Background: an optimization exercise with open tools, aiming at small area. Do not read the settings as production practice. The RTL was checked by simulation tests, not by an equivalence proof against the original design. Power figures rest on the tool's default switching activity, not on a simulated workload.

==> flow/design.v <==
`timescale 1ns / 1ps
module maquina_estados(
	input clk,
	input rst,
	input arriba,
	input abajo,
	input izquierda,
	input derecha,
	input pausa,
	output hsync,
	output vsync,
	output [2:0] RED,
	output [2:0] GREEN,
	output [1:0] BLUE
	);
	reg [2:0] bp;
	wire anyb = arriba | abajo | izquierda | derecha | pausa;
	wire [2:0] code = arriba ? 3'd1 : abajo ? 3'd2 : izquierda ? 3'd3 : derecha ? 3'd4 : 3'd5;
	always @(posedge clk)
		if (rst | ~anyb) bp <= 3'd0;
		else if (bp == 3'd0) bp <= code;
	reg [10:0] cnt;
	reg reset_r;           
	reg mover;
	reg [1:0] mode;        
	reg [1:0] dir;         
	reg [2:0] mem;         
	wire cnt_end = (cnt == 11'h33c);
	wire step = cnt_end & ~rst & ~reset_r;
	always @(posedge clk) begin
		if (rst | reset_r) cnt <= 11'h001;
		else if (cnt_end) cnt <= 11'h002;
		else cnt <= {cnt[9:0], cnt[10] ^ cnt[8]};
		mover <= step;
		if (rst | reset_r) begin
			mode <= 2'd0;
			mem <= 3'd0;
		end else if (step) begin
			mem <= bp;
			mode <= nmode;
			dir <= ndir;
		end
	end
	reg [1:0] nmode, ndir;
	always @(*) begin
		nmode = mode;
		ndir = dir;
		case (mode)
			2'd0: if (mem >= 3'd1 && mem <= 3'd4) begin nmode = 2'd1; ndir = mem[1:0] - 2'd1; end
			2'd1: if (mem == 3'd5) nmode = 2'd2;
			      else if (~dir[1] && (mem == 3'd3 || mem == 3'd4)) ndir = mem[1:0] - 2'd1;
			      else if (dir[1] && (mem == 3'd1 || mem == 3'd2)) ndir = mem[1:0] - 2'd1;
			default: if (mem == 3'd5) nmode = 2'd1;
		endcase
	end
	reg c50;
	wire pix_en = ~c50;
	reg [6:0] pq;               
	reg [3:0] pr;
	reg [6:0] vq;               
	reg [3:0] vr;
	reg vse;
	reg clrd;              
	wire p_last = (pq == 7'd85) && (pr == 4'd5);         
	wire p_1038 = (pq == 7'd85) && (pr == 4'd4);
	wire [6:0] pq_inc = pr == 4'd9 ? pq + 7'd1 : pq;
	wire [3:0] pr_inc = pr == 4'd9 ? 4'd0 : pr + 4'd1;
	wire [6:0] hq = clrd ? 7'd109 : p_last ? 7'd109 : pq_inc;   
	wire [3:0] hr = clrd ? 4'd6 : p_last ? 4'd6 : pr_inc;
	wire [6:0] vbq = clrd ? 7'd123 : vq;                           
	wire [3:0] vbr = clrd ? 4'd7 : vr;
	wire v_last = (vbq == 7'd62) && (vbr == 4'd2);
	wire [6:0] vq_inc = v_last ? 7'd123 : (vbr == 4'd9 ? vbq + 7'd1 : vbq);
	wire [3:0] vr_inc = v_last ? 4'd7 : (vbr == 4'd9 ? 4'd0 : vbr + 4'd1);
	always @(posedge clk) begin
		if (rst) c50 <= 1'b0; else c50 <= ~c50;
		if (rst) begin
			pq <= 7'd85; pr <= 4'd5;
			vq <= 7'd123; vr <= 4'd7;
			vse <= 1'b0; clrd <= 1'b0;
		end else if (pix_en) begin
			pq <= hq; pr <= hr;
			clrd <= reset_r;
			if (reset_r) begin
				vq <= vbq; vr <= vbr;
			end else begin
				vse <= ~clrd & p_1038;
				if (vse) begin vq <= vq_inc; vr <= vr_inc; end
				else begin vq <= vbq; vr <= vbr; end
			end
		end
	end
	assign hsync = ~clrd & ~p_last & ((pq <= 7'd85) || (pq >= 7'd122) || (pq == 7'd121 && pr >= 4'd5));
	assign vsync = ~clrd & ((vq <= 7'd62) || (vq >= 7'd125) || (vq == 7'd124 && vr >= 4'd3));
	wire visx = (pq <= 7'd79) && !(pq == 7'd0 && pr == 4'd0);
	wire visy = (vq <= 7'd59) && !(vq == 7'd0 && vr == 4'd0);
	wire vis = visx & visy;
	wire [6:0] cx = pq;
	wire bx = (pr == 4'd0);
	wire [6:0] cy = vq;
	wire by = (vr == 4'd0);
	wire [6:0] pqm1 = pq - 7'd1;
	wire [6:0] vqm1 = vq - 7'd1;
	wire [6:0] cxm1 = pqm1;
	wire [6:0] cym1 = vqm1;
	function inbox;
		input [6:0] kx;
		input [5:0] ky;
		input [6:0] cx_, cxm1_, cy_, cym1_;
		input bx_, by_;
		begin
			inbox = ((kx == cx_) || (bx_ && kx == cxm1_)) &&
			        (({1'b0, ky} == cy_) || (by_ && {1'b0, ky} == cym1_));
		end
	endfunction
	reg [6:0] rx;
	reg [5:0] ry;
	reg rx2, ry2;
	reg [6:0] fx;          
	reg [5:0] fy;
	reg comer;
	always @(posedge clk) begin
		if (rst) begin
			rx <= 7'd0; rx2 <= 1'b0;
			ry <= 6'd2; ry2 <= 1'b0;
			fx <= 7'd39; fy <= 6'd29;
		end else begin
			rx2 <= (rx == 7'd79) & ~rx2;
			rx <= rx2 ? 7'd0 : (rx == 7'd79) ? 7'd79 : (rx == 7'd0) ? 7'd4 : rx + 7'd5;
			ry2 <= (ry == 6'd59) & ~ry2;
			ry <= ry2 ? 6'd0 : (ry == 6'd59) ? 6'd59 : (ry == 6'd0) ? 6'd2 : ry + 6'd3;
			if (comer | (reset_r & (cnt != 11'h001))) begin
				fx <= rx; fy <= ry;
			end
		end
	end
	reg [6:0] hx;
	reg [5:0] hy;
	reg [6:0] tx;          
	reg [5:0] ty;
	reg tv;                
	reg [5:0] nl;          
	reg [5:0] kc;          
	reg pdrop, ppush;      
	reg [3:0] ll;          
	reg corner;            
	reg hit;               
	reg [6:0] ax;
	reg [5:0] ay;
	reg [159:0] ring;
	reg a0, a1, d0, d1, dp;   
	wire domove = mover & (mode == 2'd1);
	wire [6:0] hxp = hx + 7'd1, hxm = hx - 7'd1;
	wire [5:0] hyp = hy + 6'd1, hym = hy - 6'd1;
	wire [6:0] nhx = (dir == 2'd3) ? hxp : (dir == 2'd2) ? hxm : hx;
	wire [5:0] nhy = (dir == 2'd1) ? hyp : (dir == 2'd0) ? hym : hy;
	wire outb = (dir == 2'd0 && hy == 6'd0) || (dir == 2'd1 && hy == 6'd59) ||
	            (dir == 2'd2 && hx == 7'd0) || (dir == 2'd3 && hx == 7'd79);
	wire eat = (hx == fx) && (hy == fy);
	wire rev = tv && (ll[1:0] == 2'd0) && (dir == {ll[3], ~ll[2]});
	wire coll = hit | (rev & ((nl != 6'd0) | eat)) | outb;
	wire hz = (hx == 7'd0) && (hy == 6'd0);
	wire tz = (tx == 7'd0) && (ty == 6'd0);
	wire [1:0] rel = (dir == ll[3:2]) ? 2'd1 :
	                 (~ll[3] ? (dir == 2'd2 ? 2'd2 : 2'd3) : (dir == 2'd0 ? 2'd2 : 2'd3));
	wire [3:0] lr = ring[159:156];
	wire wr;
	wire [3:0] lk = wr ? ll : lr;       
	wire k0 = (kc == 6'd0);
	wire valid = (kc < nl) | wr;
	wire [6:0] axi = k0 ? tx : ax;
	wire [5:0] ayi = k0 ? ty : ay;
	wire vert = ~lk[3];
	wire two = (lk[1:0] == 2'd1);
	wire [6:0] ddx = vert ? ((lk[1:0] == 2'd2) ? 7'h7f : (lk[1:0] == 2'd3) ? 7'd1 : 7'd0)
	                      : (lk[2] ? (two ? 7'd2 : 7'd1) : (two ? 7'h7e : 7'h7f));
	wire [5:0] ddy = ~vert ? ((lk[1:0] == 2'd2) ? 6'h3f : (lk[1:0] == 2'd3) ? 6'd1 : 6'd0)
	                       : (lk[2] ? (two ? 6'd2 : 6'd1) : (two ? 6'h3e : 6'h3f));
	wire [6:0] ex = axi + ddx;
	wire [5:0] ey = ayi + ddy;
	wire resolve = pdrop & k0;
	assign wr = ppush & (kc == nl);
	wire [6:0] pnx = (ndir == 2'd3) ? hxp : (ndir == 2'd2) ? hxm : hx;
	wire [5:0] pny = (ndir == 2'd1) ? hyp : (ndir == 2'd0) ? hym : hy;
	wire pnhit = valid && (axi == pnx) && (ayi == pny);
	wire ym = ({1'b0, ey} == vq) || ((vr == 4'd0) && {1'b0, ey} == vqm1);
	wire [5:0] tpair = pq[6:1] + 6'd1;
	wire mp = valid & ym & (ex[6:1] == tpair);
	wire m0 = mp & ~ex[0];
	wire m1 = mp & ex[0];
	wire shift = pix_en & (pr == 4'd9) & pq[0];
	wire push = domove & ~coll & (eat ? (~tv | (nl != 6'd40)) : tv);
	wire ph = push & hrow;
	wire hxa = (hx[6:1] == tpair);
	wire pd0 = ph & hxe & ~hx[0];
	wire pd1 = ph & hxe & hx[0];
	wire pdp = ph & hxb;
	wire pa0 = ph & hxa & ~hx[0];
	wire pa1 = ph & hxa & hx[0];
	wire hxn = (hx[6:1] == pq[6:1] + 6'd2);
	wire pn0 = ph & hxn & ~hx[0];
	wire pn1 = ph & hxn & hx[0];
	reg q0, q1;            
	wire hrow = ({1'b0, hy} == cy) || (by && {1'b0, hy} == cym1);
	wire hxe = (hx[6:1] == pq[6:1]);
	wire hxb = (hx == pqm1);
	wire headb = hrow && ((hxe && hx[0] == pq[0]) || (bx && hxb));
	wire fruitb = inbox(fx, fy, cx, cxm1, cy, cym1, bx, by);
	wire tailb = tv & ~pdrop & inbox(tx, ty, cx, cxm1, cy, cym1, bx, by);
	wire hcur = pq[0] ? d1 : d0;
	wire hprev = pq[0] ? d0 : dp;
	wire f00 = (fx == 7'd0) && (fy == 6'd0);
	wire headc = vis ? headb : hz;
	wire fruitc = vis ? fruitb : f00;
	wire body = vis ? (hcur | (bx & hprev) | tailb) : corner;
	wire col_r = ~headc & (fruitc | ~body);
	wire col_b = headc | ~fruitc;
	reg colr, colb, ored, oblue;
	always @(posedge clk) begin
		ax <= ex;
		ay <= ey;
		ring <= {ring[155:0], lk};
		if (rst) begin
			hx <= 7'd4; hy <= 6'd4;
			reset_r <= 1'b1;
			comer <= 1'b0;
			tv <= 1'b0; nl <= 6'd0; kc <= 6'd0;
			pdrop <= 1'b0; ppush <= 1'b0;
			corner <= 1'b0; hit <= 1'b0;
			a0 <= 1'b0; a1 <= 1'b0; d0 <= 1'b0; d1 <= 1'b0; dp <= 1'b0; q0 <= 1'b0; q1 <= 1'b0;
		end else begin
			reset_r <= 1'b0;
			comer <= domove & eat;
			kc <= (resolve | kc == 6'd39) ? 6'd0 : kc + 6'd1;
			if (shift) begin
				dp <= d1 | pd1; d0 <= a0 | m0 | pa0; d1 <= a1 | m1 | pa1;
				a0 <= q0 | pn0; a1 <= q1 | pn1; q0 <= 1'b0; q1 <= 1'b0;
			end else begin
				dp <= dp | pdp; d0 <= d0 | pd0; d1 <= d1 | pd1;
				a0 <= a0 | m0 | pa0; a1 <= a1 | m1 | pa1;
				q0 <= q0 | pn0; q1 <= q1 | pn1;
			end
			if (resolve) begin
				tx <= ex; ty <= ey;
				nl <= nl - 6'd1;
				pdrop <= 1'b0;
				hit <= 1'b0;
			end else if (pnhit & (~k0 | eat)) begin
				hit <= 1'b1;
			end
			if (mover | comer) begin
				hit <= 1'b0;
			end
			if (wr) begin
				nl <= nl + 6'd1;
				ppush <= 1'b0;
				ll <= {dir, 2'b00};
			end
			if (domove) begin
				if (coll) begin
					hx <= 7'd4; hy <= 6'd4;
					reset_r <= 1'b1;
					tv <= 1'b0; nl <= 6'd0;
					pdrop <= 1'b0; ppush <= 1'b0;
					corner <= 1'b0;
					a0 <= 1'b0; a1 <= 1'b0; d0 <= 1'b0; d1 <= 1'b0; dp <= 1'b0; q0 <= 1'b0; q1 <= 1'b0;
				end else begin
					hx <= nhx; hy <= nhy;
					if (eat) begin
						if (~tv) begin
							tx <= hx; ty <= hy; tv <= 1'b1;
							ll <= {dir, 2'b00};
							corner <= corner | hz;
						end else if (nl != 6'd40) begin
							ppush <= 1'b1;
							corner <= corner | hz;
						end else begin
							ll <= {ll[3:2], rel};
						end
					end else begin
						if (~tv) begin end
						else if (nl == 6'd0) begin
							tx <= hx; ty <= hy;
							ll <= {dir, 2'b00};
							corner <= (corner & ~tz) | hz;
						end else begin
							pdrop <= 1'b1; ppush <= 1'b1;
							corner <= (corner & ~tz) | hz;
						end
					end
				end
			end
		end
		if (pix_en) begin
			colr <= col_r;
			colb <= col_b;
		end
		if (rst) begin
			ored <= 1'b0; oblue <= 1'b0;
		end else if (pix_en) begin
			ored <= vis & colr;
			oblue <= vis & colb;
		end
	end
	assign RED = {3{ored}};
	assign GREEN = {3{ored & oblue}};
	assign BLUE = {2{oblue}};
endmodule
==> flow/flow/run.sh <==
#!/bin/bash
# Layout flow: the standard flow (standard.sh) with three changes:
#  - synthesis maps the combinational logic with an area-oriented ABC script
#    (flow/abc_area.script) in place of ORFS's abc_speed.script; registers, synthesis
#    passes, flattening and renaming stay the standard ones (same synth_recipe.tcl);
#  - clock tree synthesis runs without dummy loads (flow/cts_args);
#  - every input and output port still gets its buffer, a buf_1 (flow/port_args).
# Each step's output goes to its own log in this folder (synth.log, layout.log).
set -euo pipefail
here=$(pwd)
rm -rf "$here/scripts_area"
cp -r "$FLOW_HOME/scripts" "$here/scripts_area"
cp "$here/flow/abc_area.script" "$here/scripts_area/abc_speed.script"
cts=$(tr '\n' ' ' < "$here/flow/cts_args")
ports=$(tr '\n' ' ' < "$here/flow/port_args")
sed "s#^make -C #make SCRIPTS_DIR=$here/scripts_area CTS_ARGS='$cts' BUFFER_PORTS_ARGS='$ports' -C #" standard.sh > std_mod.sh
grep -q "SCRIPTS_DIR=$here/scripts_area CTS_ARGS=" std_mod.sh
bash std_mod.sh synth > synth.log 2>&1
bash std_mod.sh > layout.log 2>&1
==> flow/flow/abc_area.script <==
&get -n
&st
&deepsyn -T 60
&dch -f
&nf -a -R 1000
&put
topo
stime -c
dnsize -c
==> flow/flow/cts_args <==
-sink_clustering_enable -repair_clock_nets -dont_use_dummy_load -sink_clustering_size 18 -sink_clustering_max_diameter 55 -buf_list sky130_fd_sc_hd__clkbuf_8
==> flow/flow/port_args <==
-buffer_cell sky130_fd_sc_hd__buf_1
==> flow/standard.sh <==
#!/bin/bash
# synth_recipe.tcl (not shown) runs the flow's synth.tcl, then flattens the netlist and writes it again
# the make line also repeats each setting of config.mk as NAME=value (left out here)
make -C /OpenROAD-flow-scripts/flow DESIGN_CONFIG=/design/flow/config.mk WORK_HOME=/design/flow/orfs CLKGATE_MAP_FILE= SYNTH_SCRIPT=/design/flow/synth_recipe.tcl "${@:-finish}"
==> flow/config.mk <==
export PLATFORM = sky130hd
export DESIGN_NAME = maquina_estados
export DESIGN_NICKNAME = maquina_estados
export VERILOG_FILES = /design/flow/design.v
export SDC_FILE = /design/flow/constraint.sdc
export NUM_CORES = 8
export LEC_CHECK = 0
export CAP_MARGIN = 20
export CORE_MARGIN = 2
export CORE_UTILIZATION = 70
export GPL_ROUTABILITY_DRIVEN = 1
export PLACE_DENSITY = 0.75
export SLEW_MARGIN = 20
==> flow/constraint.sdc <==
create_clock -name core_clock -period 12.0 [get_ports {clk}]
set_input_delay 2.4000 -clock core_clock [delete_from_list [all_inputs] [get_ports {clk}]]
set_output_delay 2.4000 -clock core_clock [all_outputs]
set_load 0.01 [all_outputs]
==> impl_metrics.csv, run 1 <==
group,metric,value,unit
pwr,finalPower,1.878,mW
grt,grt_use_total,31.66,%
cells_and_area,area_growth,5.788,%
cts,cts_num_sinks,308,
cts,cts_buffers,25,
grt,grt_pass1_wl,46590,um
critical_path,cp-start-kind,"flop",
synth,avgSynthCellArea,9.720,um^2
drt,ant_nets,0,
place,placement.io_buffers,16,
die,design.core.area,0.01730,mm^2
critical_path,critPathCaptureType,"flop",
synth,synthFlopType,"dfxtp_1",
pwr,p_comb_share,14.2,%
place,dpl.hpwl,20890,um
sta,min_period,6.025,ns
cts,worstSkewPairLatency,0.59,ns
sta,worst_clock_skew,0.06804,ns
cells_and_area,max_flop_register,"ring",
drt,m1WireLength,12810,um
synth,yosys_register_bits,308,
cts,cts_resized,0,
drt,dr_wl_met2,13180,um
cells_and_area,fin_nets,1380,
synth,synth_cell_type_count,58,
pwr,p_leak,4.950,nW
pwr,p_switching,0.5063,mW
synth,async_flop_share,0,%
sta,hold_violations,0,
pwr,power.internal,1.372,mW
drt,drt_iter0_markers,841,
cts,cts.path.max_buffers,3,
critical_path,cp.required,12.49,ns
run,maxCapViolations,0,
cells_and_area,reg.largest.list,"ring (160), cnt (11)",
sta,slew_headroom,30.47,%
grt,grt_pass1_vias,8969,
die,start_util,71.48,%
die,rows,48,
cts,clk_pin_slew_worst_paths,0.11,ns
drt,avgViaCountPerCell,6.136,
cts,cts_hold_buf,0,
cts,cts_tree,"done",
pwr,power_density,143.6,mW/mm^2
critical_path,critical_path.max_fanout,12,
drt,drt_pass1_iterations,5,
sta,fmax,166.0,MHz
cts,cts.root.buffer_cell,"clkbuf_8",
synth,synth_edf_count,21,
sta,tightest_slew,1.032,ns
run_status,status,"finished clean",
die,die_w,136.9,um
grt,overflow,0,
hold_path,hp-class,"flop to flop",
drt,met3_length,2308,um
synth,yosys_warnings,1,
grt,grt_max_degree,29,
critical_path,critPathKind,"flop to flop",
synth,ys_seq_area_share,51.57,%
cts,postCtsSetupBuffers,0,
cells_and_area,largest_reg_flops,160,
cells_and_area,drive_gt1_share,2.733,%
synth,syn_area,0.01236,mm^2
pwr,switching_share,26.96,%
drt,vias,9461,
critical_path,crit_arrival,6.51,ns
die,die_h,136.9,um
drt,wl,29340,um
cells_and_area,diodes,0,
grt,antenna_found_initial,1,
sta,fin_tns_setup,0,ns
drt,wire_per_inst,19.03,um
sta,final_max_slew_viol_count,0,
drt,highest_layer,"met5",
sta,fin_crit_sh,50.20,%
synth,syn_nets,1333,
drt,remaining_drc_errors,0,
die,pin_count,17,
die,dieArea,0.01874,mm^2
pwr,peakVddDrop,0.1391,mV
cts,cts-htree-levels,1,
pwr,clockPowerShare,26.4,%
place,gp_congestion,0.9696,
cells_and_area,finalCoreUtilization,75.62,%
synth,syn_inst,1272,
sta,setup_viol,0,
pwr,pwr-share-seq,59.4,%
sta,rsz0062_at_grt,"no",
==> placed cells by master (no fill, tap or decap), types with 16 or more instances in the layout <==
cell type and n:
ha_1 52, nor3_1 44, dfxtp_1 287, xor2_1 38, xnor2_1 101, edfxtp_1 21, o22ai_1 31, a211oi_1 17
and3_1 21, a21oi_1 62, clkinv_1 66, nor4_1 19, nand4_1 23, buf_1 16, o21ai_0 45, clkbuf_8 25
nand2_1 106, nand3_1 28, nor2_1 147
==> layer usage <==
| metal | GRT usage [%] | up-vias |
|---|---|---|
| li1 | - | 4562 |
| met1 | 43.49 | 4419 |
| met2 | 50.25 | 384 |
| met3 | 5.741 | 94 |
| met4 | 11.63 | 2 |
| met5 | 0 | - |
==> critical path: stages (launching register included) <==
cell	delay (ns)
dfxtp_1	0.43
clkinv_1	0.17
ha_1	0.33
nand2_1	0.06
nor2_1	0.16
and2_0	0.55
nor2_1	0.07
or2_0	0.31
clkinv_1	0.12
nand2_1	0.07
o22ai_1	0.49
a31o_1	0.23
ha_1	0.25
a21o_1	0.16
a21oi_1	0.26
xnor2_1	0.30
xnor2_1	0.12
a2111oi_0	0.34
o21ai_0	0.17
a2111oi_0	0.91
a221oi_1	0.22
o22ai_1	0.23
==> power by group through the flow <==
stage	clock network (mW)	logic [mW]	registers, mW
2_1_floorplan	0	0.208	1.12
3_3_place_gp	0	0.252	1.14
3_5_place_dp	0	0.261	1.14
4_1_cts	0.500	0.263	1.11
5_1_grt	0.530	0.295	1.12
6_report	0.495	0.266	1.12
==> metrics by stage <==
step,cell area [um^2],cells,setup slack (ns),hold WS [ns]
3_3_place_gp,12740,1517,6.281,0.3099
3_5_place_dp,12740,1517,6.127,0.3121
6_report,13080,1542,5.975,0.3112
2_1_floorplan,12360,1272,7.258,0.3096
4_1_cts,13080,1542,5.991,0.3070
5_1_grt,13080,1542,5.464,0.3153
==> logic make-up (layout without fill, tap and decap cells) <==
| family | Yosys count | in the layout | share of synthesized area, % |
|---|---|---|---|
| XOR/XNOR | 139 | 139 | 9.846 |
| flip-flops | 308 | 308 | 51.57 |
| multiplexers | 15 | 15 | 1.214 |
| buffers and inverters | 73 | 118 | 2.429 |
| adder cells (fa/ha/maj) | 54 | 54 | 5.586 |
| AND/OR/NAND/NOR | 441 | 441 | 16.72 |
| AO/OA/AOI/OAI | 242 | 242 | 12.64 |
==> area by class of cell <==
type                    instances  area [um^2]
repair buffers                 27        142.6
well taps                     225        281.5
fillers                      1247         4217
flip-flops and latches        308         6376
multi-input cells             891         5688
clock buffers                  25        344.1
inverters                      66        247.7
==> cell usage after synthesis (11+ instances only) <==
cell type,count,area share [%]
nand2_1,106,3.2
o21ai_0,45,1.8
o22ai_1,31,1.6
dfxtp_1,287,46
clkinv_1,66,2.0
a211oi_1,17,1.0
nor3_1,44,1.8
nor4_1,19,0.96
and3_1,21,1.1
xnor2_1,101,7.2
a21oi_1,62,2.5
ha_1,52,5.3
mux2i_1,15,1.2
xor2_1,38,2.7
nand4_1,23,1.2
a31oi_1,11,0.56
nor2_1,147,4.5
nand3_1,28,1.1
edfxtp_1,21,5.1
==> path summary, 6_finish.rpt <==
check | start | endpoint | slack, ns | cells after the start
max | nl[2]$_SDFF_PP0_ | d1$_SDFF_PP0_ | 5.98 | 21
min | ring[8]$_DFF_P_ | ring[12]$_DFF_P_ | 0.31 | 0
max reg2reg | nl[2]$_SDFF_PP0_ | d1$_SDFF_PP0_ | 5.98 | 21
min reg2reg | ring[8]$_DFF_P_ | ring[12]$_DFF_P_ | 0.31 | 0
==> inputs of run 2 (changes only) <==
--- a/flow/design.v
+++ b/flow/design.v
@@ -112,3 +112,3 @@
 			inbox = ((kx == cx_) || (bx_ && kx == cxm1_)) &&
-			        (({1'b0, ky} == cy_) || (by_ && {1'b0, ky} == cym1_));
+			        ((ky == cy_[5:0]) || (by_ && ky == cym1_[5:0]));
 		end
@@ -185,3 +185,3 @@
 	wire pnhit = valid && (axi == pnx) && (ayi == pny);
-	wire ym = ({1'b0, ey} == vq) || ((vr == 4'd0) && {1'b0, ey} == vqm1);
+	wire ym = (ey == vq[5:0]) || ((vr == 4'd0) && ey == vqm1[5:0]);
 	wire [5:0] tpair = pq[6:1] + 6'd1;
@@ -203,3 +203,3 @@
 	reg q0, q1;            
-	wire hrow = ({1'b0, hy} == cy) || (by && {1'b0, hy} == cym1);
+	wire hrow = (hy == cy[5:0]) || (by && hy == cym1[5:0]);
 	wire hxe = (hx[6:1] == pq[6:1]);
==> flow/flow/cts_args (replaced) <==
-sink_clustering_enable -repair_clock_nets -dont_use_dummy_load -sink_clustering_size 28 -sink_clustering_max_diameter 50 -buf_list sky130_fd_sc_hd__clkbuf_16
==> impl_metrics.csv, run 2 <==
group,metric,value,unit
grt,grt_use_total,32.10,%
synth,syn_nets,1338,
sta,tightest_slew,1.084,ns
synth,synth_cell_type_count,57,
critical_path,critical_path.endpoint,"d1$_SDFF_PP0_",
sta,fin_crit_sh,51.32,%
cts,cts_tree,"done",
place,gp_congestion,0.9958,
cts,cts_buffers,27,
cells_and_area,drive_gt1_share,2.576,%
die,rows,48,
sta,setup_viol,0,
sta,fmax,162.4,MHz
synth,async_flop_share,0,%
critical_path,rr_worst_depth,23,
critical_path,r2r-end,"d1$_SDFF_PP0_",
synth,yosys_warnings,1,
critical_path,critPathKind,"flop to flop",
pwr,clockPowerShare,34.4,%
die,die_w,137.1,um
sta,final_max_slew_viol_count,0,
synth,yosys_register_bits,308,
drt,avgViaCountPerCell,6.227,
synth,synthFlopType,"dfxtp_1",
synth,synth_most_common_cell,"dfxtp_1",
place,placed_cells,1518,
pwr,p_switching,0.5439,mW
cts,cts.root.buffer_cell,"clkbuf_16",
cells_and_area,fillCellCount,1175,
cells_and_area,diodes,0,
cts,cts_hold_buf,0,
pwr,p_comb_share,12.9,%
pwr,p_leak,4.984,nW
run,maxCapViolations,0,
cts,cts.path.max_buffers,3,
critical_path,slowest_stage,"and2_0",
sta,slew_headroom,27.44,%
sta,rsz0062_at_grt,"no",
synth,yosys.area.top_type_share,46.32,%
sta,hold_violations,0,
cells_and_area,fin_nets,1383,
critical_path,cp_slowest_stage_delay,0.56,ns
die,dieArea,0.01880,mm^2
grt,overflow,0,
cts,cts_resized,0,
grt,grt_pass1_wl,47150,um
cells_and_area,largest_reg_flops,160,
grt,antenna_found_initial,0,
synth,avgSynthCellArea,9.714,um^2
critical_path,r2r_slack,5.84,ns
cells_and_area,seq_area,0.006376,mm^2
grt,busiest_layer,"met2",
cells_and_area,multi_input_area,0.005702,mm^2
place,placement.io_buffers,16,
synth,synthTopCellsByArea,"dfxtp_1, xnor2_1, ha_1",
synth,ys_seq_area_share,51.40,%
critical_path,crit_chain,"clkinv_1, ha_1, nand4_1, nor2_1, and2_0, mux2i_1, nand2_1, o21ai_0, clkinv_1, fa_1, clkinv_1, a21o_1, a21oi_1, xnor2_1, xnor2_1, and3_1, a2111oi_0, a31oi_1, or4_1, nor4b_1, nand2_1, o211a_1, o22ai_1",
grt,grt_pass1_vias,9155,
pwr,switching_share,25.64,%
grt,grtUsageMet3,4.630,%
sta,min_period,6.158,ns
sta,fin_tns_setup,0,ns
cts,clk_pin_slew_worst_paths,0.08,ns
pwr,power.internal,1.577,mW
grt,grt_use_met2,50.86,%
die,start_util,71.72,%
drt,drt_iter0_markers,919,
cells_and_area,max_flop_register,"ring",
cts,postCtsSetupBuffers,0,
cells_and_area,reg.largest.list,"ring (160), cnt (11)",
die,design.core.area,0.01730,mm^2
run_status,status,"finished clean",
cts,cts_num_sinks,308,
die,die_h,137.1,um
synth,syn_inst,1277,
grt,grt_max_degree,29,
synth,synth_edf_count,21,
place,dpl.hpwl,20890,um
cells_and_area,final_cell_mix,"dfxtp_1, nor2_1, nand2_1",
hold_path,hp-class,"flop to flop",
critical_path,crit_arrival,6.62,ns
drt,ant_nets,0,
critical_path,critical_path.max_fanout,13,
sta,worst_clock_skew,0.07774,ns
pwr,pwr-share-seq,52.7,%
critical_path,cp-start-kind,"flop",
cells_and_area,area_growth,8.200,%
drt,drt_pass1_iterations,8,
critical_path,cp.required,12.46,ns
critical_path,crit_top_cell,"clkinv_1",
cells_and_area,final_common_cell,"dfxtp_1",
drt,wire_per_inst,19.31,um
critical_path,r2r_start,"nl[3]$_SDFF_PP0_",
cts,cts-htree-levels,1,
synth,synth_commonest_cells,"dfxtp_1, nor2_1, nand2_1",
pwr,peakVddDrop,0.1525,mV
pwr,power_density,158.0,mW/mm^2
critical_path,critPathCaptureType,"flop",
cells_and_area,instances_no_fill,1545,
die,pin_count,17,
synth,syn_area,0.01240,mm^2
drt,remaining_drc_errors,0,
critical_path,startpoint,"nl[3]$_SDFF_PP0_",
drt,vias,9621,
synth,synth_area_leader_cell,"dfxtp_1",
cts,worstSkewPairLatency,0.56,ns
grt,met1_usage,45.06,%
drt,wl,29840,um
[run 2: cell count changes after synthesis, sizes merged, moves of 9 or more]
cell	delta
xor2	+13
nand3	+10
a211oi	-10
a22oi	+15
a21oi	+9
nand4	-12
xnor2	-19
nor2	-26
o21ai	+19
o22ai	-16
[run 2: cell type report]
cell class,count,share of cell area [%]
inverter,73,2.042
multi-input combinational,889,42.48
sequential,308,47.51
tap,225,2.098
timing repair buffer,23,0.8390
clock buffer,27,5.034
[run 2: logic make-up (layout without fill, tap and decap cells)]
| group | count (synthesis) | after routing | share of synthesized area (%) |
|---|---|---|---|
| AND/OR/NAND/NOR | 422 | 422 | 16.22 |
| flip-flops | 308 | 308 | 51.40 |
| AO/OA/AOI/OAI | 268 | 268 | 13.82 |
| XOR/XNOR | 133 | 133 | 9.391 |
| buffers and inverters | 80 | 123 | 2.633 |
| adder cells (fa/ha/maj) | 54 | 54 | 5.568 |
| multiplexers | 12 | 12 | 0.9684 |
[run 2: worst max-delay path, delay by kind of cell (launching register included)]
family / cells / cell delay [ns]
AO/OA/AOI/OAI: 7 / 1.26
AND/OR/NAND/NOR: 8 / 2.21
buffers and inverters: 3 / 0.43
multiplexers: 1 / 0.50
flip-flops: 1 / 0.41
adder cells (fa/ha/maj): 2 / 0.81
XOR/XNOR: 2 / 0.46
[run 2: power by group through the flow]
stage	Clock (mW)	Sequential (mW)	Combinational (mW)
2_1_floorplan	0	1.12	0.208
3_3_place_gp	0	1.14	0.256
3_5_place_dp	0	1.14	0.264
4_1_cts	0.737	1.12	0.269
5_1_grt	0.765	1.12	0.301
6_report	0.730	1.12	0.273
[run 2: per-stage QoR]
| step | utilization (%) | cell area, um^2 | worst slack [ns] | power (mW) | hold slack [ns] |
|---|---|---|---|---|---|
| 6_report | 77.60 | 13420 | 5.842 | 2.121 | 0.2956 |
| 5_1_grt | 77.60 | 13420 | 5.289 | 2.190 | 0.2915 |
| 4_1_cts | 77.60 | 13420 | 5.942 | 2.123 | 0.2973 |
| 3_5_place_dp | 73.69 | 12750 | 6.053 | 1.403 | 0.3121 |
| 3_3_place_gp | 73.69 | 12750 | 6.406 | 1.394 | 0.3096 |
| 2_1_floorplan | - | 12400 | 6.926 | 1.332 | 0.3096 |
[run 2: worst min-delay path by stage]
stage	from	to	slack, ns	cells after the start
5_1_grt	ring[0]$_DFF_P_	ring[4]$_DFF_P_	0.29	0
3_5_place_dp	ring[15]$_DFF_P_	ring[19]$_DFF_P_	0.31	0
4_1_cts	ring[10]$_DFF_P_	ring[14]$_DFF_P_	0.30	0
3_3_place_gp	ring[99]$_DFF_P_	ring[103]$_DFF_P_	0.31	0
2_1_floorplan	ring[96]$_DFF_P_	ring[100]$_DFF_P_	0.31	0
6_report	ring[0]$_DFF_P_	ring[4]$_DFF_P_	0.30	0
[run 2: per-layer routing]
layer  share of wire, %  vias up  wire length (um)
met1                 43     4482             12720
met5                  0        -                 0
li1                   -     4607                 -
met4                3.7        0              1090
met2                 44      452             13250
met3                9.3       80              2781
==> inputs of run 3 (changes only) <==
==> flow/flow/cts_args (replaced) <==
-sink_clustering_enable -repair_clock_nets -dont_use_dummy_load -sink_clustering_size 9 -sink_clustering_max_diameter 30 -buf_list sky130_fd_sc_hd__clkbuf_4
==> impl_metrics.csv, run 3 <==
group,metric,value,unit
cells_and_area,instances_no_fill,1570,
drt,wl,29060,um
sta,setup_ws,5.943,ns
cts,cts.root.buffer_cell,"clkbuf_4",
cells_and_area,largest_reg_flops,160,
synth,syn_inst,1277,
critical_path,cp.required,12.59,ns
synth,async_flop_share,0,%
drt,drt_pass1_iterations,6,
critical_path,critPathCaptureType,"flop",
critical_path,crit_top_cell,"clkinv_1",
synth,avgSynthCellArea,9.714,um^2
run,maxCapViolations,0,
sta,rsz0062_at_grt,"no",
sta,fin_hold_ws,0.3116,ns
drt,wire_per_inst,18.51,um
drt,avgViaCountPerCell,6.220,
sta,worst_clock_skew,0.05333,ns
synth,synth_mux_area_share,0.9683,%
critical_path,critical_path.max_fanout,13,
sta,fmax,165.1,MHz
die,start_util,71.72,%
cts,cts-htree-levels,2,
grt,grt_max_degree,26,
sta,fin_tns_setup,0,ns
die,die_h,137.1,um
synth,synthXorXnorAreaFrac,9.391,%
synth,synthSimpleGateAreaFrac,16.22,%
synth,syn_nets,1338,
synth,synthTopCellsByArea,"dfxtp_1, xnor2_1, ha_1",
pwr,p_leak,4.886,nW
grt,overflow,0,
cells_and_area,finalCoreUtilization,75.92,%
sta,slew_headroom,30.34,%
place,dp_slack,6.053,ns
cts,cts_resized,0,
hold_path,hp-class,"flop to flop",
drt,remaining_drc_errors,0,
pwr,power_density,143.9,mW/mm^2
synth,synth_edf_count,21,
critical_path,crit_arrival,6.65,ns
cells_and_area,drive_gt1_share,4.315,%
critical_path,cp-start-kind,"flop",
place,placed_cells,1518,
die,die_w,137.1,um
grt,antenna_found_initial,1,
critical_path,critPathKind,"flop to flop",
critical_path,crit_buf_inv,3,
sta,tightest_slew,1.037,ns
grt,grt_pass1_wl,46260,um
cells_and_area,fin_nets,1407,
critical_path,crit_chain,"clkinv_1, ha_1, nand4_1, nor2_1, and2_0, mux2i_1, nand2_1, o21ai_0, clkinv_1, fa_1, clkinv_1, a21o_1, a21oi_1, xnor2_1, xnor2_1, and3_1, a2111oi_0, a31oi_1, or4_1, nor4b_1, nand2_1, o211a_1, o22ai_1",
cells_and_area,final_common_cell,"dfxtp_1",
die,dieArea,0.01880,mm^2
run_status,status,"finished clean",
die,design.core.area,0.01730,mm^2
sta,setup_viol,0,
critical_path,slowest_stage,"and2_0",
cts,postCtsSetupBuffers,0,
synth,synth-compound-area-share,13.82,%
place,gp_congestion,0.9958,
synth,synthFlopType,"dfxtp_1",
sta,final_max_slew_viol_count,0,
synth,synth_fa_ha_area_share,5.568,%
cts,cts_tree,"done",
hold_path,min_path_cells,0,
synth,syn_area,0.01240,mm^2
cts,clk_pin_slew_worst_paths,0.08,ns
synth,synth_top_family_by_area,"simple AND/OR/NAND/NOR gates",
cts,cts.path.max_buffers,3,
cells_and_area,area_growth,5.860,%
critical_path,rr_worst_depth,23,
critical_path,r2r_slack,5.94,ns
sta,fin_crit_sh,50.47,%
drt,vias,9765,
synth,synth_most_common_cell,"dfxtp_1",
synth,synth_cell_type_count,57,
synth,ys_seq_area_share,51.40,%
place,dpl.hpwl,20890,um
cts,cts_hold_buf,0,
die,rows,48,
grt,grt_pass1_vias,9271,
drt,drt_iter0_markers,769,
cells_and_area,max_flop_register,"ring",
sta,hold_violations,0,
synth,yosys_register_bits,308,
pwr,peakVddDrop,0.1430,mV
place,placement.io_buffers,16,
cells_and_area,final_cell_mix,"dfxtp_1, nor2_1, nand2_1",
drt,ant_nets,0,
cells_and_area,reg.largest.list,"ring (160), cnt (11)",
critical_path,cp.depth,23,
die,pin_count,17,
cts,cts_num_sinks,308,
cts,worstSkewPairLatency,0.67,ns
critical_path,cp_slowest_stage_delay,0.56,ns
synth,synth_commonest_cells,"dfxtp_1, nor2_1, nand2_1",
cts,cts_buffers,51,
grt,grt_use_total,31.53,%
synth,yosys_warnings,1,
synth,yosys.area.top_type_share,46.32,%
critical_path,crit_family,"simple AND/OR/NAND/NOR gates",
sta,min_period,6.057,ns
synth,synth_area_leader_cell,"dfxtp_1",
run 3: routing by layer:
layer | global-route usage [%] | vias to the layer above | part of all wire [%]
met2 | 48.29 | 441 | 44
met5 | 0 | - | 0
met4 | 12.89 | 0 | 3.3
met1 | 43.55 | 4574 | 44
met3 | 6.704 | 76 | 9.3
li1 | - | 4674 | -
run 3: kinds of logic after synthesis:
kind of cell	after synthesis
AO/OA/AOI/OAI	268
XOR/XNOR	133
adder cells (fa/ha/maj)	54
buffers and inverters	80
flip-flops	308
multiplexers	12
AND/OR/NAND/NOR	422
run 3: final timing paths:
check | endpoint | startpoint
min | ring[4]$_DFF_P_ | ring[0]$_DFF_P_
max | d1$_SDFF_PP0_ | nl[3]$_SDFF_PP0_
max reg2reg | d1$_SDFF_PP0_ | nl[3]$_SDFF_PP0_
min reg2reg | ring[4]$_DFF_P_ | ring[0]$_DFF_P_
run 3: cell type report:
| class | count | area, um^2 |
|---|---|---|
| fillers | 1268 | 4165 |
| inverters | 73 | 274.0 |
| repair buffers | 23 | 112.6 |
| diodes | 1 | 2.502 |
| clock buffers | 51 | 382.9 |
| well taps | 225 | 281.5 |
| flip-flops and latches | 308 | 6376 |
| multi-input cells | 889 | 5702 |
run 3: power by group:
group          switching (mW)  internal [mW]
logic                   0.158          0.110
registers              0.0452           1.07
clock network           0.310          0.194
total                   0.513           1.38
run 3: per-stage QoR:
stage	power (mW)	cell area [um^2]
6_report	1.889	13130
5_1_grt	1.977	13130
4_1_cts	1.901	13130
3_5_place_dp	1.403	12750
3_3_place_gp	1.394	12750
2_1_floorplan	1.332	12400
==> inputs of run 4 (changes only) <==
==> flow/flow/cts_args (replaced) <==
-sink_clustering_enable -repair_clock_nets -dont_use_dummy_load -sink_clustering_size 10 -sink_clustering_max_diameter 40 -buf_list sky130_fd_sc_hd__clkbuf_4
==> impl_metrics.csv, run 4 <==
group,metric,value,unit
run_status,status,"finished clean",
pwr,p_switching,0.5117,mW
hold_path,hp-class,"flop to flop",
cts,worstSkewPairLatency,0.66,ns
synth,ys_seq_area_share,51.40,%
critical_path,slowest_stage,"and2_0",
sta,hold_violations,0,
synth,synthFlopType,"dfxtp_1",
sta,min_period,6.029,ns
cells_and_area,fin_area,0.01306,mm^2
synth,synthTopCellsByArea,"dfxtp_1, xnor2_1, ha_1",
cts,cts_hold_buf,0,
cells_and_area,reg.largest.list,"ring (160), cnt (11)",
pwr,peakVddDrop,0.1464,mV
critical_path,cp.required,12.58,ns
synth,synth_edf_count,21,
pwr,clockPowerShare,25.3,%
sta,final_max_slew_viol_count,0,
critical_path,crit_top_cell,"clkinv_1",
grt,met1_usage,44.01,%
critical_path,crit_arrival,6.61,ns
synth,syn_area,0.01240,mm^2
drt,wire_per_inst,18.59,um
pwr,power.internal,1.344,mW
die,rows,48,
sta,slew_headroom,31.98,%
sta,worst_clock_skew,0.07527,ns
cells_and_area,finalCoreUtilization,75.53,%
drt,avgViaCountPerCell,6.215,
pwr,pwr-share-seq,60.2,%
cells_and_area,multi_input_area,0.005702,mm^2
synth,synth_area_leader_cell,"dfxtp_1",
cells_and_area,final_cell_mix,"dfxtp_1, nor2_1, nand2_1",
cells_and_area,fillCellCount,1277,
drt,vias,9702,
synth,syn_nets,1338,
critical_path,crit_family,"simple AND/OR/NAND/NOR gates",
cts,postCtsSetupBuffers,0,
cts,cts_num_sinks,308,
critical_path,cp-start-kind,"flop",
cells_and_area,max_flop_register,"ring",
place,placement.io_buffers,16,
cts,cts_tree,"done",
critical_path,critPathKind,"flop to flop",
critical_path,critical_path.max_fanout,13,
place,place_area,0.01275,mm^2
place,dpl.hpwl,20890,um
synth,async_flop_share,0,%
drt,ant_nets,0,
critical_path,crit_buf_inv,3,
cts,cts_buffers,42,
drt,drt_iter0_markers,871,
synth,synth_most_common_cell,"dfxtp_1",
grt,grt_max_degree,26,
run,maxCapViolations,0,
synth,synth_cell_type_count,57,
synth,syn_inst,1277,
sta,fin_tns_setup,0,ns
sta,setup_viol,0,
drt,drt_pass1_iterations,10,
die,pin_count,17,
pwr,finalPower,1.855,mW
synth,yosys.area.top_type_share,46.32,%
die,dieArea,0.01880,mm^2
grt,grt_pass1_vias,9109,
pwr,p_comb_share,14.5,%
sta,fmax,165.9,MHz
cts,cts_resized,0,
die,design.core.area,0.01730,mm^2
die,die_w,137.1,um
drt,wl,29020,um
critical_path,cp_slowest_stage_delay,0.56,ns
sta,rsz0062_at_grt,"no",
cts,cts-htree-levels,2,
grt,grt_pass1_wl,46060,um
cells_and_area,area_growth,5.316,%
grt,busiest_layer,"met2",
grt,grt_use_total,31.38,%
place,gp_congestion,0.9958,
grt,grt_use_met2,48.20,%
cells_and_area,final_common_cell,"dfxtp_1",
synth,yosys_register_bits,308,
critical_path,crit_chain,"clkinv_1, ha_1, nand4_1, nor2_1, and2_0, mux2i_1, nand2_1, o21ai_0, clkinv_1, fa_1, clkinv_1, a21o_1, a21oi_1, xnor2_1, xnor2_1, and3_1, a2111oi_0, a31oi_1, or4_1, nor4b_1, nand2_1, o211a_1, o22ai_1",
synth,avgSynthCellArea,9.714,um^2
synth,synth_commonest_cells,"dfxtp_1, nor2_1, nand2_1",
critical_path,critPathCaptureType,"flop",
pwr,p_leak,4.845,nW
cells_and_area,seq_area,0.006376,mm^2
sta,fin_crit_sh,50.24,%
cts,cts.root.buffer_cell,"clkbuf_4",
cts,clk_pin_slew_worst_paths,0.11,ns
grt,grtUsageMet3,6.444,%
cts,cts.path.max_buffers,3,
grt,antenna_found_initial,1,
cells_and_area,largest_reg_flops,160,
cells_and_area,fin_nets,1398,
drt,remaining_drc_errors,0,
pwr,power_density,142.0,mW/mm^2
die,die_h,137.1,um
pwr,switching_share,27.58,%
synth,yosys_warnings,1,
die,start_util,71.72,%
sta,tightest_slew,1.012,ns
grt,overflow,0,
cells_and_area,drive_gt1_share,3.670,%
run 4: cell counts after synthesis:
Identical to the previous run, type by type.
run 4: power by group through the flow:
stage                     clock, mW  combinational (mW)  sequential, mW
after global placement            0               0.256            1.14
after detailed placement          0               0.264            1.14
after global routing          0.517               0.298            1.12
after floorplan                   0               0.208            1.12
final                         0.470               0.268            1.12
after CTS                     0.483               0.265            1.12
run 4: cells by family (layout without fill, tap and decap cells):
family,Yosys count,after routing,synth area share (%)
other,0,1,0
buffers and inverters,80,138,2.633
muxes,12,12,0.9684
AOI/OAI and AO/OA,268,268,13.82
and+or+nand+nor,422,422,16.22
DFF,308,308,51.40
adders and majority gates,54,54,5.568
xor gates and xnor gates,133,133,9.391
run 4: worst paths after layout:
path | startpoint | end | slack [ns] | cells after the start
setup / recovery | nl[3]$_SDFF_PP0_ | d1$_SDFF_PP0_ | 5.97 | 23
hold / removal | ring[6]$_DFF_P_ | ring[10]$_DFF_P_ | 0.29 | 0
setup reg to reg | nl[3]$_SDFF_PP0_ | d1$_SDFF_PP0_ | 5.97 | 23
hold reg to reg | ring[6]$_DFF_P_ | ring[10]$_DFF_P_ | 0.29 | 0
run 4: worst reg2reg max path: stages, from the launching register on:
cell	delay (ns)
dfxtp_1	0.42
clkinv_1	0.17
ha_1	0.35
nand4_1	0.10
nor2_1	0.13
and2_0	0.56
mux2i_1	0.49
nand2_1	0.12
o21ai_0	0.33
clkinv_1	0.16
fa_1	0.46
clkinv_1	0.07
a21o_1	0.11
a21oi_1	0.07
xnor2_1	0.25
xnor2_1	0.14
and3_1	0.20
a2111oi_0	0.35
a31oi_1	0.10
or4_1	0.53
nor4b_1	0.44
nand2_1	0.11
o211a_1	0.15
o22ai_1	0.14
run 4: per-stage QoR:
stage | std cells | setup slack (ns) | hold WS [ns]
floorplan | 1277 | 6.926 | 0.3096
global placement | 1518 | 6.406 | 0.3096
detailed placement | 1518 | 6.053 | 0.3121
CTS | 1560 | 6.025 | 0.2986
global route | 1561 | 5.402 | 0.3029
finish | 1561 | 5.971 | 0.2922
run 4: routing by layer:
layer | vias to the layer above | part of all wire, %
met4 | 0 | 3.5
met2 | 450 | 43
li1 | 4640 | -
met5 | - | 0
met1 | 4520 | 44
met3 | 92 | 9.2
run 4: final cells by class:
class,instances,share of cell area (%)
flip-flops and latches,308,48.81
multi-input cells,889,43.65
clock buffers,42,2.414
well taps,225,2.155
inverters,73,2.097
repair buffers,23,0.8620
diodes,1,0.01916
==> inputs of run 5 (changes only) <==
--- a/flow/design.v
+++ b/flow/design.v
@@ -152,6 +152,5 @@
 	wire domove = mover & (mode == 2'd1);
-	wire [6:0] hxp = hx + 7'd1, hxm = hx - 7'd1;
-	wire [5:0] hyp = hy + 6'd1, hym = hy - 6'd1;
-	wire [6:0] nhx = (dir == 2'd3) ? hxp : (dir == 2'd2) ? hxm : hx;
-	wire [5:0] nhy = (dir == 2'd1) ? hyp : (dir == 2'd0) ? hym : hy;
+	wire [1:0] sd = mover ? dir : ndir;
+	wire [6:0] nhx = hx + ((sd == 2'd3) ? 7'd1 : (sd == 2'd2) ? 7'h7f : 7'd0);
+	wire [5:0] nhy = hy + ((sd == 2'd1) ? 6'd1 : (sd == 2'd0) ? 6'h3f : 6'd0);
 	wire outb = (dir == 2'd0 && hy == 6'd0) || (dir == 2'd1 && hy == 6'd59) ||
@@ -182,5 +181,3 @@
 	assign wr = ppush & (kc == nl);
-	wire [6:0] pnx = (ndir == 2'd3) ? hxp : (ndir == 2'd2) ? hxm : hx;
-	wire [5:0] pny = (ndir == 2'd1) ? hyp : (ndir == 2'd0) ? hym : hy;
-	wire pnhit = valid && (axi == pnx) && (ayi == pny);
+	wire pnhit = valid && (axi == nhx) && (ayi == nhy);
 	wire ym = (ey == vq[5:0]) || ((vr == 4'd0) && ey == vqm1[5:0]);
==> impl_metrics.csv, run 5 <==
group,metric,value,unit
die,pin_count,17,
place,place_area,0.01273,mm^2
synth,synth_mux_area_share,0.8894,%
sta,worst_clock_skew,0.06162,ns
critical_path,startpoint,"nl[3]$_SDFF_PP0_",
cts,cts_buffers,42,
run,maxCapViolations,0,
die,die_h,137.0,um
synth,synth_edf_count,21,
critical_path,critical_path.max_fanout,15,
synth,synth_cell_type_count,60,
cells_and_area,fin_area,0.01305,mm^2
cells_and_area,finalCoreUtilization,75.45,%
cts,postCtsSetupBuffers,0,
sta,fin_hold_ws,0.3171,ns
synth,synth_most_common_cell,"dfxtp_1",
synth,synth-compound-area-share,14.16,%
grt,overflow,0,
die,dieArea,0.01876,mm^2
cells_and_area,final_common_cell,"dfxtp_1",
synth,synthFlopType,"dfxtp_1",
place,placed_cells,1492,
synth,async_flop_share,0,%
drt,vias,9318,
sta,setup_viol,0,
synth,synthSimpleGateAreaFrac,15.28,%
sta,hold_violations,0,
cts,cts.path.max_buffers,3,
cells_and_area,fillCellCount,1275,
critical_path,cp.required,12.53,ns
grt,grt_use_total,30.65,%
drt,avgViaCountPerCell,6.070,
cts,worstSkewPairLatency,0.65,ns
cts,cts_num_sinks,308,
cells_and_area,drive_gt1_share,3.896,%
synth,yosys.area.top_type_share,46.41,%
cts,cts_tree,"done",
cells_and_area,instances_no_fill,1535,
cells_and_area,reg.largest.list,"ring (160), cnt (11)",
critical_path,critical_path.endpoint,"d0$_SDFF_PP0_",
sta,fmax,179.3,MHz
cells_and_area,final_cell_mix,"dfxtp_1, nor2_1, nand2_1",
pwr,peakVddDrop,0.1581,mV
cts,cts_hold_buf,0,
drt,ant_nets,0,
cells_and_area,max_flop_register,"ring",
place,gp_congestion,0.9770,
sta,tightest_slew,1.074,ns
place,placement.io_buffers,16,
sta,min_period,5.578,ns
grt,grt_max_degree,31,
synth,synthXorXnorAreaFrac,8.490,%
sta,fin_tns_setup,0,ns
synth,syn_area,0.01238,mm^2
critical_path,critPathCaptureType,"flop",
critical_path,crit_arrival,6.10,ns
drt,drt_pass1_iterations,6,
sta,setup_ws,6.422,ns
pwr,p_leak,5.024,nW
sta,rsz0062_at_grt,"no",
synth,synth_area_leader_cell,"dfxtp_1",
die,design.core.area,0.01730,mm^2
critical_path,cp-start-kind,"flop",
cts,clk_pin_slew_worst_paths,0.10,ns
die,rows,48,
drt,wl,27990,um
cells_and_area,largest_reg_flops,160,
run_status,status,"finished clean",
pwr,finalPower,1.840,mW
synth,synth_fa_ha_area_share,6.610,%
synth,yosys_register_bits,308,
critical_path,r2r_slack,6.42,ns
hold_path,hp-class,"flop to flop",
synth,yosys_warnings,1,
die,die_w,137.0,um
grt,grt_pass1_vias,8942,
grt,grt_pass1_wl,44940,um
synth,syn_nets,1320,
synth,avgSynthCellArea,9.903,um^2
sta,slew_headroom,27.73,%
cts,cts-htree-levels,2,
critical_path,critPathKind,"flop to flop",
cts,cts.root.buffer_cell,"clkbuf_4",
synth,synth_commonest_cells,"dfxtp_1, nor2_1, nand2_1",
synth,synth_top_family_by_area,"simple AND/OR/NAND/NOR gates",
critical_path,rr_worst_depth,22,
cts,cts_resized,0,
sta,fin_crit_sh,46.48,%
cells_and_area,area_growth,5.417,%
cells_and_area,fin_nets,1381,
die,start_util,71.57,%
synth,ys_seq_area_share,51.51,%
critical_path,r2r-end,"d0$_SDFF_PP0_",
sta,final_max_slew_viol_count,0,
synth,syn_inst,1250,
place,dp_slack,6.510,ns
place,dpl.hpwl,20110,um
drt,remaining_drc_errors,0,
drt,wire_per_inst,18.23,um
grt,antenna_found_initial,2,
critical_path,r2r_start,"nl[3]$_SDFF_PP0_",
drt,drt_iter0_markers,805,
synth,synthTopCellsByArea,"dfxtp_1, ha_1, xnor2_1",
pwr,power_density,141.0,mW/mm^2
[run 5: worst min path at each step]
stage / start / endpoint / slack [ns] / cells past startpoint
3_5_place_dp: ring[103]$_DFF_P_ / ring[107]$_DFF_P_ / 0.31 / 0
6_report: ring[76]$_DFF_P_ / ring[80]$_DFF_P_ / 0.32 / 0
5_1_grt: ring[76]$_DFF_P_ / ring[80]$_DFF_P_ / 0.32 / 0
2_1_floorplan: ring[96]$_DFF_P_ / ring[100]$_DFF_P_ / 0.31 / 0
4_1_cts: ring[76]$_DFF_P_ / ring[80]$_DFF_P_ / 0.32 / 0
3_3_place_gp: ring[1]$_DFF_P_ / ring[5]$_DFF_P_ / 0.31 / 0
[run 5: per-layer routing]
metal	GRT usage [%]	share of wire [%]
met1	42.62	45
met2	47.32	44
met3	6.889	8.9
met4	10.48	2.4
met5	0	0.050
[run 5: cell type report]
cell class              count  area (um^2)  area share [%]
repair buffers             24        120.1          0.9204
diodes                      1        2.502         0.01918
clock buffers              42        315.3           2.416
multi-input cells         848         5628           43.13
flip-flops and latches    308         6376           48.86
inverters                  87        326.6           2.502
well taps                 225        281.5           2.157
[run 5: kinds of logic (layout without fill, tap and decap cells)]
| family | count (synthesis) | after routing |
|---|---|---|
| buf+inv | 94 | 153 |
| fa+ha+maj | 63 | 63 |
| other cells | 0 | 1 |
| xor+xnor | 120 | 120 |
| mux | 11 | 11 |
| simple gates | 389 | 389 |
| flops | 308 | 308 |
| compound gates | 265 | 265 |
[run 5: critical path, cell delays in order, from the launching register on]
cell      delay [ns]
dfxtp_1         0.43
clkinv_1        0.17
ha_1            0.33
nand4_1         0.09
nor2_1          0.17
and2_0          0.65
mux2i_1         0.42
clkinv_1        0.20
o21ai_0         0.36
o21ai_0         0.24
fa_1            0.47
a21oi_1         0.14
nor2_1          0.05
nor2_1          0.11
xnor2_1         0.19
xor2_1          0.28
o21ai_0         0.12
a221o_1         0.37
a21oi_1         0.13
nand4_1         0.18
nor2_1          0.14
nor3_1          0.07
o22ai_1         0.14
[run 5: power breakdown]
group / internal [mW] / leakage, nW / switching [mW]
combinational: 0.102 / 2.31 / 0.149
sequential: 1.07 / 2.52 / 0.0467
clock: 0.161 / 0.193 / 0.308
total: 1.34 / 5.02 / 0.503
==> inputs of run 6 (changes only) <==
==> flow/flow/abc_area.script (replaced) <==
&get -n
&st
&deepsyn -J 200 -T 900
&dch -f
&nf -a -R 1000
&put
topo
stime -c
dnsize -c
==> impl_metrics.csv, run 6 <==
group,metric,value,unit
run_status,status,"finished clean",
cells_and_area,drive_gt1_share,3.661,%
pwr,pwr-share-seq,60.9,%
critical_path,critical_path.max_fanout,10,
synth,async_flop_share,0,%
synth,synthXorXnorAreaFrac,8.252,%
drt,drt_iter0_markers,840,
sta,fin_crit_sh,44.95,%
die,pin_count,17,
drt,drt_pass1_iterations,6,
cts,cts_num_sinks,308,
cts,worstSkewPairLatency,0.65,ns
synth,synth_edf_count,21,
critical_path,cp.depth,25,
sta,tightest_slew,0.9837,ns
grt,grt_pass1_wl,44310,um
drt,remaining_drc_errors,0,
pwr,peakVddDrop,0.1303,mV
sta,fmax,185.4,MHz
synth,synthSimpleGateAreaFrac,15.68,%
drt,vias,9374,
synth,synth_cell_type_count,59,
pwr,switching_share,27.34,%
pwr,finalPower,1.842,mW
cts,postCtsSetupBuffers,0,
critical_path,r2r_slack,6.61,ns
synth,yosys_warnings,1,
critical_path,critPathCaptureType,"flop",
synth,synth_fa_ha_area_share,6.646,%
critical_path,cp.required,12.56,ns
critical_path,critical_path.endpoint,"d0$_SDFF_PP0_",
cells_and_area,finalCoreUtilization,75.21,%
cells_and_area,area_growth,5.295,%
sta,final_max_slew_viol_count,0,
place,gp_congestion,0.9653,
pwr,p_leak,4.991,nW
cells_and_area,final_cell_mix,"dfxtp_1, nor2_1, nand2_1",
drt,ant_nets,0,
die,die_w,136.6,um
cells_and_area,final_common_cell,"dfxtp_1",
place,placement.io_buffers,16,
critical_path,cp-start-kind,"flop",
sta,hold_violations,0,
drt,wire_per_inst,18.21,um
synth,syn_area,0.01231,mm^2
grt,overflow,0,
cells_and_area,max_flop_register,"ring",
synth,syn_inst,1254,
synth,synth_most_common_cell,"dfxtp_1",
critical_path,startpoint,"nl[2]$_SDFF_PP0_",
cells_and_area,fin_nets,1383,
pwr,power.internal,1.338,mW
synth,synth_mux_area_share,0.8130,%
sta,min_period,5.394,ns
die,dieArea,0.01867,mm^2
grt,antenna_found_initial,1,
run,maxCapViolations,0,
cells_and_area,reg.largest.list,"ring (160), cnt (11)",
pwr,p_switching,0.5036,mW
critical_path,crit_buf_inv,5,
die,rows,48,
pwr,power_density,142.1,mW/mm^2
pwr,clockPowerShare,25.3,%
synth,ys_seq_area_share,51.79,%
die,die_h,136.6,um
drt,avgViaCountPerCell,6.099,
sta,setup_viol,0,
place,dp_slack,6.699,ns
die,start_util,71.43,%
critical_path,crit_top_cell,"clkinv_1",
cts,cts.root.buffer_cell,"clkbuf_4",
cts,cts_tree,"done",
critical_path,cp_slowest_stage_delay,0.64,ns
cts,cts_resized,0,
sta,fin_tns_setup,0,ns
synth,synth_area_leader_cell,"dfxtp_1",
grt,grt_max_degree,24,
critical_path,r2r-end,"d0$_SDFF_PP0_",
sta,fin_hold_ws,0.2675,ns
synth,yosys_register_bits,308,
critical_path,critPathKind,"flop to flop",
cts,cts.path.max_buffers,3,
synth,synth-compound-area-share,14.04,%
cts,cts_hold_buf,0,
drt,wl,28000,um
synth,synthFlopType,"dfxtp_1",
die,design.core.area,0.01724,mm^2
hold_path,hp-class,"flop to flop",
sta,slew_headroom,33.82,%
grt,grt_use_total,30.40,%
sta,worst_clock_skew,0.06803,ns
synth,synth_top_family_by_area,"simple AND/OR/NAND/NOR gates",
critical_path,r2r_start,"nl[2]$_SDFF_PP0_",
place,dpl.hpwl,20250,um
pwr,p_comb_share,13.9,%
synth,synth_commonest_cells,"dfxtp_1, nor2_1, nand2_1",
synth,synthTopCellsByArea,"dfxtp_1, ha_1, xnor2_1",
sta,setup_ws,6.606,ns
cts,cts-htree-levels,2,
synth,avgSynthCellArea,9.818,um^2
cts,clk_pin_slew_worst_paths,0.10,ns
grt,grt_pass1_vias,8621,
cells_and_area,largest_reg_flops,160,
critical_path,crit_arrival,5.95,ns
synth,yosys.area.top_type_share,46.67,%
synth,syn_nets,1324,
critical_path,slowest_stage,"o21ai_0",
cts,cts_buffers,42,
sta,rsz0062_at_grt,"no",
critical_path,rr_worst_depth,25,
critical_path,crit_family,"compound AO/OA/AOI/OAI gates",
run 6: cell types whose count changed after synthesis, sizes merged, moves of 7 or more:
cell    before  now
o22ai       13   27
a222oi      13    0
clkinv      87   77
nand4       12   20
nor2       108  116
nor3        32   39
run 6: final cells by class:
class                      count  area, um^2
sequential                   308        6376
timing repair buffer          22       105.1
tap                          225       281.5
multi-input combinational    862        5594
antenna                        1       2.502
inverter                      77       289.0
fill                        1262        4273
clock buffer                  42       315.3
run 6: cells by family (layout without fill, tap and decap cells):
kind of cell / count (synthesis) / count (layout)
compound gates: 269 / 269
mux: 10 / 10
flops: 308 / 308
xor+xnor: 116 / 116
simple gates: 404 / 404
buf+inv: 84 / 141
other cells: 0 / 1
fa+ha+maj: 63 / 63
run 6: power by group through the flow:
stage	clock network (mW)	registers, mW	logic (mW)
floorplan	0	1.13	0.194
global placement	0	1.14	0.244
detailed placement	0	1.14	0.250
CTS	0.480	1.12	0.251
global route	0.517	1.13	0.283
finish	0.465	1.12	0.256
run 6: worst min-delay path by stage:
stage / slack [ns] / from / depth (start not counted) / end
after floorplan: 0.31 / ring[96]$_DFF_P_ / 0 / ring[100]$_DFF_P_
after global placement: 0.31 / ring[109]$_DFF_P_ / 0 / ring[113]$_DFF_P_
after detailed placement: 0.31 / ring[110]$_DFF_P_ / 0 / ring[114]$_DFF_P_
after CTS: 0.25 / ring[122]$_DFF_P_ / 0 / ring[126]$_DFF_P_
after global routing: 0.26 / ring[122]$_DFF_P_ / 0 / ring[126]$_DFF_P_
final: 0.27 / ring[122]$_DFF_P_ / 0 / ring[126]$_DFF_P_
run 6: per-stage QoR:
step / area, um^2 / cells
2_1_floorplan: 12310 / 1254
3_3_place_gp: 12650 / 1494
3_5_place_dp: 12650 / 1494
4_1_cts: 12960 / 1536
5_1_grt: 12960 / 1537
6_report: 12960 / 1537
run 6: routing by layer:
| metal | part of all wire (%) | track usage [%] | up-vias |
|---|---|---|---|
| met2 | 43 | 46.31 | 428 |
| met3 | 10 | 7.370 | 93 |
| met5 | 0 | 0 | - |
| met4 | 3.1 | 10.24 | 0 |
| li1 | - | - | 4539 |
| met1 | 44 | 42.52 | 4314 |
run 6: worst register-to-register path: stages, from the launching register on:
cell and delay (ns):
dfxtp_1 0.41, clkinv_1 0.18, ha_1 0.34, nand2_1 0.05, nor2_1 0.17, and2_0 0.47
mux2i_1 0.31, clkinv_1 0.11, o21ai_0 0.64, a31o_1 0.21, clkinv_1 0.09, fa_1 0.44
clkinv_1 0.06, a21o_1 0.10, a21oi_1 0.09, xnor2_1 0.28, xnor2_1 0.11, a221oi_1 0.20
o21ai_0 0.18, nor4_1 0.21, nand4_1 0.16, nor2_1 0.11, nor2_1 0.04, o21ai_0 0.07
clkinv_1 0.11, o22ai_1 0.16
==> inputs of run 7 (changes only) <==
--- a/flow/design.v
+++ b/flow/design.v
@@ -158,4 +158,3 @@
 	wire eat = (hx == fx) && (hy == fy);
-	wire rev = tv && (ll[1:0] == 2'd0) && (dir == {ll[3], ~ll[2]});
-	wire coll = hit | (rev & ((nl != 6'd0) | eat)) | outb;
+	wire coll = hit | outb;
 	wire hz = (hx == 7'd0) && (hy == 6'd0);
==> impl_metrics.csv, run 7 <==
group,metric,value,unit
run_status,status,"finished clean",
sta,fin_crit_sh,47.32,%
critical_path,crit_top_cell,"clkinv_1",
critical_path,crit_chain,"clkinv_1, ha_1, nand4_1, nor2_1, nand2_1, nor2_1, or2_0, nand2b_1, o22ai_1, a31o_1, clkinv_1, fa_1, clkinv_1, a21oi_1, o21bai_1, xor2_1, o221ai_1, a211oi_1, nand4_1, a2111oi_0, a221oi_1, o22ai_1",
place,dpl.hpwl,20350,um
drt,wl,28240,um
critical_path,slowest_stage,"a2111oi_0",
synth,async_flop_share,0,%
pwr,finalPower,1.844,mW
drt,drt_pass1_iterations,5,
synth,synth_area_leader_cell,"dfxtp_1",
synth,synth_cell_type_count,64,
pwr,peakVddDrop,0.1438,mV
pwr,p_leak,4.922,nW
cells_and_area,reg.largest.list,"ring (160), cnt (11)",
cts,cts-htree-levels,2,
sta,fmax,176.1,MHz
sta,worst_clock_skew,0.06822,ns
cts,cts_tree,"done",
critical_path,crit_buf_inv,3,
critical_path,crit_arrival,6.22,ns
critical_path,cp_slowest_stage_delay,0.82,ns
drt,drt_iter0_markers,959,
sta,slew_headroom,31.99,%
grt,grt_pass1_wl,45150,um
sta,rsz0062_at_grt,"no",
cells_and_area,final_common_cell,"dfxtp_1",
die,design.core.area,0.01724,mm^2
synth,syn_inst,1240,
cells_and_area,max_flop_register,"ring",
synth,synth_edf_count,21,
critical_path,critical_path.max_fanout,10,
cells_and_area,fillCellCount,1282,
drt,ant_nets,0,
cts,cts_buffers,41,
drt,avgViaCountPerCell,6.136,
critical_path,crit_family,"compound AO/OA/AOI/OAI gates",
critical_path,cp.required,12.55,ns
die,dieArea,0.01864,mm^2
cells_and_area,drive_gt1_share,3.552,%
run,maxCapViolations,0,
die,die_h,136.5,um
synth,ys_seq_area_share,51.87,%
cts,cts.path.max_buffers,3,
synth,syn_nets,1310,
place,gp_congestion,1.027,
cts,cts_resized,0,
grt,grt_max_degree,27,
drt,vias,9333,
cts,cts.root.buffer_cell,"clkbuf_4",
sta,final_max_slew_viol_count,0,
die,start_util,71.31,%
sta,min_period,5.678,ns
cells_and_area,finalCoreUtilization,75.01,%
cells_and_area,final_cell_mix,"dfxtp_1, nor2_1, nand2_1",
place,placement.io_buffers,16,
cts,cts_hold_buf,0,
cells_and_area,fin_nets,1367,
synth,yosys_register_bits,308,
pwr,power_density,142.6,mW/mm^2
grt,grt_pass1_vias,8656,
sta,tightest_slew,1.011,ns
die,rows,48,
critical_path,critPathCaptureType,"flop",
grt,grt_use_total,31.04,%
die,die_w,136.5,um
synth,synth_commonest_cells,"dfxtp_1, nor2_1, nand2_1",
synth,synth_most_common_cell,"dfxtp_1",
sta,fin_tns_setup,0,ns
grt,overflow,0,
drt,remaining_drc_errors,0,
cts,clk_pin_slew_worst_paths,0.09,ns
critical_path,critPathKind,"flop to flop",
grt,antenna_found_initial,1,
synth,syn_area,0.01229,mm^2
synth,synthFlopType,"dfxtp_1",
synth,yosys.area.top_type_share,46.74,%
synth,synthTopCellsByArea,"dfxtp_1, ha_1, edfxtp_1",
sta,setup_viol,0,
critical_path,cp-start-kind,"flop",
drt,wire_per_inst,18.56,um
die,pin_count,17,
cts,worstSkewPairLatency,0.66,ns
sta,hold_violations,0,
cells_and_area,largest_reg_flops,160,
hold_path,hp-class,"flop to flop",
synth,avgSynthCellArea,9.913,um^2
cells_and_area,area_growth,5.181,%
synth,yosys_warnings,1,
cts,postCtsSetupBuffers,0,
cts,cts_num_sinks,308,
-- run 7: where the power goes --
part	internal (mW)	switching (mW)	leakage, nW
logic	0.104	0.153	2.21
registers	1.07	0.0490	2.52
clock network	0.157	0.305	0.189
-- run 7: per-layer routing --
metal	track usage [%]	wire length, um	vias up
li1	-	-	4511
met5	0	0	-
met4	10.01	761	0
met2	47.19	12270	449
met3	6.852	2787	82
met1	44.18	12420	4291
-- run 7: kinds of logic after synthesis --
logic type	share of synthesized area (%)
adder cells (fa/ha/maj)	6.657
XOR/XNOR	8.266
AND/OR/NAND/NOR	15.04
flip-flops	51.87
multiplexers	0.5802
AO/OA/AOI/OAI	14.77
buffers and inverters	2.809
-- run 7: worst paths after layout --
kind,cells after the start,from,slack (ns),endpoint
setup reg to reg,22,nl[3]$_SDFF_PP0_,6.32,a1$_SDFF_PP0_
hold reg to reg,0,ring[6]$_DFF_P_,0.31,ring[10]$_DFF_P_
setup / recovery,22,nl[3]$_SDFF_PP0_,6.32,a1$_SDFF_PP0_
hold / removal,0,ring[6]$_DFF_P_,0.31,ring[10]$_DFF_P_
-- run 7: area by class of cell --
type	count	area, um^2	area share [%]
Antenna cell	1	2.502	0.01936
Clock buffer	41	307.8	2.381
Inverter	78	292.8	2.265
Multi-Input combinational cell	847	5570	43.09
Sequential cell	308	6376	49.32
Tap cell	225	281.5	2.177
Timing Repair Buffer	21	97.59	0.7549
-- run 7: metrics by stage --
stage               cell area (um^2)  instances  setup slack, ns  hold WS [ns]
global route                   12930       1521            6.040        0.3170
detailed placement             12620       1479            6.502        0.3121
CTS                            12930       1520            6.502        0.3122
floorplan                      12290       1240            7.455        0.3096
finish                         12930       1521            6.322        0.3126
global placement               12620       1479            6.672        0.3102

## static timing again, ports no longer ideal
In the flow no input, the clock included, has a driving cell. The finished layouts below were timed again as built, in two steps.
Step 1 assumes that a clkbuf_16 drives the clock port and a buf_2 every other input.
Step 2 times the ports against the registers' clock, not the clock port: input delays grow and output delays shrink by t, the midpoint of the rising clock arrivals with the driver on.
Slacks: no drivers / after step 1 / after step 2; pairs: no drivers / after step 1.
| run | t, ns | setup slack, ns |
|---|---|---|
| run 1 | 0.596 | 5.975 / 5.975 / 5.975 |
| run 2 | 0.566 | 5.842 / 5.842 / 5.842 |
| run 3 | 0.681 | 5.943 / 5.943 / 5.943 |
| run 4 | 0.666 | 5.971 / 5.971 / 5.971 |
| run 5 | 0.655 | 6.422 / 6.422 / 6.422 |
| run 6 | 0.656 | 6.606 / 6.606 / 6.606 |
| run 7 | 0.658 | 6.322 / 6.322 / 6.322 |
After both steps every run listed still meets setup and hold.
